Source: an optimization exercise on an open RTL-to-GDS flow (aim: small area). Production flows keep margins and buffers that such runs may drop.
The RTL was checked by simulation tests, not by an equivalence proof against the original design.
The flow treats the clock pin as an ideal source. Dropping or thinning the clock tree relies on that and would not hold on a real chip.
Power and IR drop assume default switching activity.

== red ==
Design outCPLD, start of the top module:
module	outCPLD	(
	input	pclk_50M,
	input	rst,
	input	[1:8]	outP,
	input	[1:28]	out,
	output	logic	[1:8]	eoutP,
	output	logic	[1:28]	eout);
localparam	int	T	=	500000;
localparam	logic	[18:0]	S0	=	19'h4db31;
localparam	logic	[18:0]	POL	=	19'h55555;
logic	[18:0]	cq;
wire	[18:0]	cnt	=	cq	^	POL;
logic	[1:8]	last_outP;
logic	[1:28]	last_out;
logic	check;
logic	rst_d;
wire	z18	=	~|cnt[17:0];
wire	at_t	=	cnt[18]	&	z18;		 
wire	fb	=	(cnt[18]	^	cnt[5])	&	~at_t;
wire	upd	=	~check	&	~rst;		 
wire	hld	=	check	&	~rst;
wire	fire	=	hld	&	at_t;		 
function automatic integer pidx(input integer a, input integer b);
	pidx	=	(a < b) ? (b-1)*(b-2)/2 + a : (a-1)*(a-2)/2 + b;
endfunction
logic	[1:8]	g	[1:8];
logic	[1:8]	k;
logic	[1:28]	nxt;
always_comb	begin
	for	(int i = 1; i <= 8; i++)	begin
		logic	run;
		run	=	upd	&	~outP[i];
		for	(int j = 1; j <= 8; j++)	begin
			g[i][j]	=	run;
			if	(j != i)	run	=	run	&	~(outP[j]	&	out[pidx(i,j)]);
		end
		k[i]	=	run;
	end
	for	(int b = 2; b <= 8; b++)
		for	(int a = 1; a <= 7; a++)
			if	(a < b)
				nxt[pidx(a,b)]	=	((outP[a]	|	outP[b])
							&	((out[pidx(a,b)]	&	(g[a][b]	|	g[b][a]))
  ...
For scale: ~430 cells after synthesis, ~93 flip-flops, ~74 I/O pins.
export LEC_CHECK = 0
export CAP_MARGIN = 0
export CORE_MARGIN = 2
export CORE_UTILIZATION = 40
export GPL_TIMING_DRIVEN = 0
export PLACE_DENSITY = 0.6
export SLEW_MARGIN = 0
create_clock -name core_clock -period 20.0 [get_ports {pclk_50M}]
standard.sh (not shown) runs the stock make flow with config.mk's settings and CLKGATE_MAP_FILE= SYNTH_SCRIPT=/design/flow/synth_recipe.tcl, a recipe that flattens the netlist after the stock synthesis.
==> flow/flow/run.sh <==
#!/bin/bash
# Own flow: the standard layout (standard.sh) with
#  - the standard synthesis, but an area-oriented abc script (flow/synth.tcl),
#  - every port still buffered, with the smallest buffer (buf_1),
#  - CTS from clkbuf_8 buffers only, without dummy loads.
set -euo pipefail
W=$(pwd)
sed "s#SYNTH_SCRIPT=[^ ]*#SYNTH_SCRIPT=$W/flow/synth.tcl#" standard.sh > own_standard.sh
bash own_standard.sh finish \
  "BUFFER_PORTS_ARGS=-buffer_cell sky130_fd_sc_hd__buf_1" \
  "CTS_ARGS=-sink_clustering_enable -repair_clock_nets -buf_list sky130_fd_sc_hd__clkbuf_8 -dont_use_dummy_load" \
  "POST_CTS_TCL=$W/flow/post_cts.tcl" \
  > flow.log 2>&1
==> flow/flow/area.abc <==
strash
&get -n
&deepsyn -T 60
&dch -f
&nf -R 1000
&put
topo
Other scripts of this flow, unchanged in this note and not shown: flow/flow/post_cts.tcl, flow/flow/synth.tcl
## Diff of input files: blue against red
Settings: swapping 0.6 for 0.8 in PLACE_DENSITY; swapping 40 for 70 in CORE_UTILIZATION.
diff --git a/flow/flow/run.sh b/flow/flow/run.sh
--- a/flow/flow/run.sh
+++ b/flow/flow/run.sh
@@ -5 +5,2 @@
-#  - CTS from clkbuf_8 buffers only, without dummy loads.
+#  - CTS from clkbuf_8 buffers only, without dummy loads, then its tree
+#    rebuilt with six leaf buffers (flow/post_cts.tcl).
==> flow/flow/area.abc <==
strash
&get -n
&deepsyn -T 60
&put
strash
dch -f
amap
mfs2 -a
strash
dch -f
map -a
topo
--- outcome ---
- Diff red -> blue | routed length on met3 | up by more than half
- As of blue, number of DRC markers in iteration 0 had risen by more than 100% compared to red.
- NOTE: cell area after layout in blue falls short of that of red
- Reported for blue and red, flip-flop and latch count turned out identical to the last digit.
- Compared blue vs red, and routed via count is up in blue.
- The total power of red and that of blue are within noise of each other.
- blue ran to completion and came out clean on the timing, DRC and antenna checks.
### blue -> green
Settings: CORE_UTILIZATION: 70 -> 40; PLACE_DENSITY: 0.8 -> 0.6.
[summary]
As of green, placer's final routability congestion estimate had fallen by a few percent compared to blue.
Looking only at post-route core utilization, and setting everything else aside, the higher value of blue and green goes to blue.
Compared blue against green; part of the power in registers within noise.

separate check: timing with driven ports:
Ports are ideal in the flow. The routed layouts listed here were re-timed in OpenROAD.
Step 1 assumes that a clkbuf_16 drives the clock port and a buf_2 every other input.
Step 2, shift: input delay + t, output delay - t, t = (earliest + latest rising clock arrival at the registers) / 2. This alone moves slack from input paths to output paths.
Three values: ideal ports, drivers, drivers and shift; two values: the first two.
| run | t (ns) | slack for setup (ns) | clock arrival spread, ns | worst register clock-pin slew, ns |
|---|---|---|---|---|
| red | 0.559 | 13.131 / 13.140 / 12.581 | 0.014 / 0.014 | 0.11 / 0.11 |
| blue | 0.553 | 13.143 / 13.149 / 12.596 | 0.019 / 0.019 | 0.11 / 0.11 |
| green | 0.566 | 13.224 / 13.235 / 12.669 | 0.015 / 0.014 | 0.11 / 0.11 |
After both steps every run listed still meets setup and hold. The setup slack of green, which loses most, moves by +0.011 ns with the drivers and by -0.555 ns with both steps.
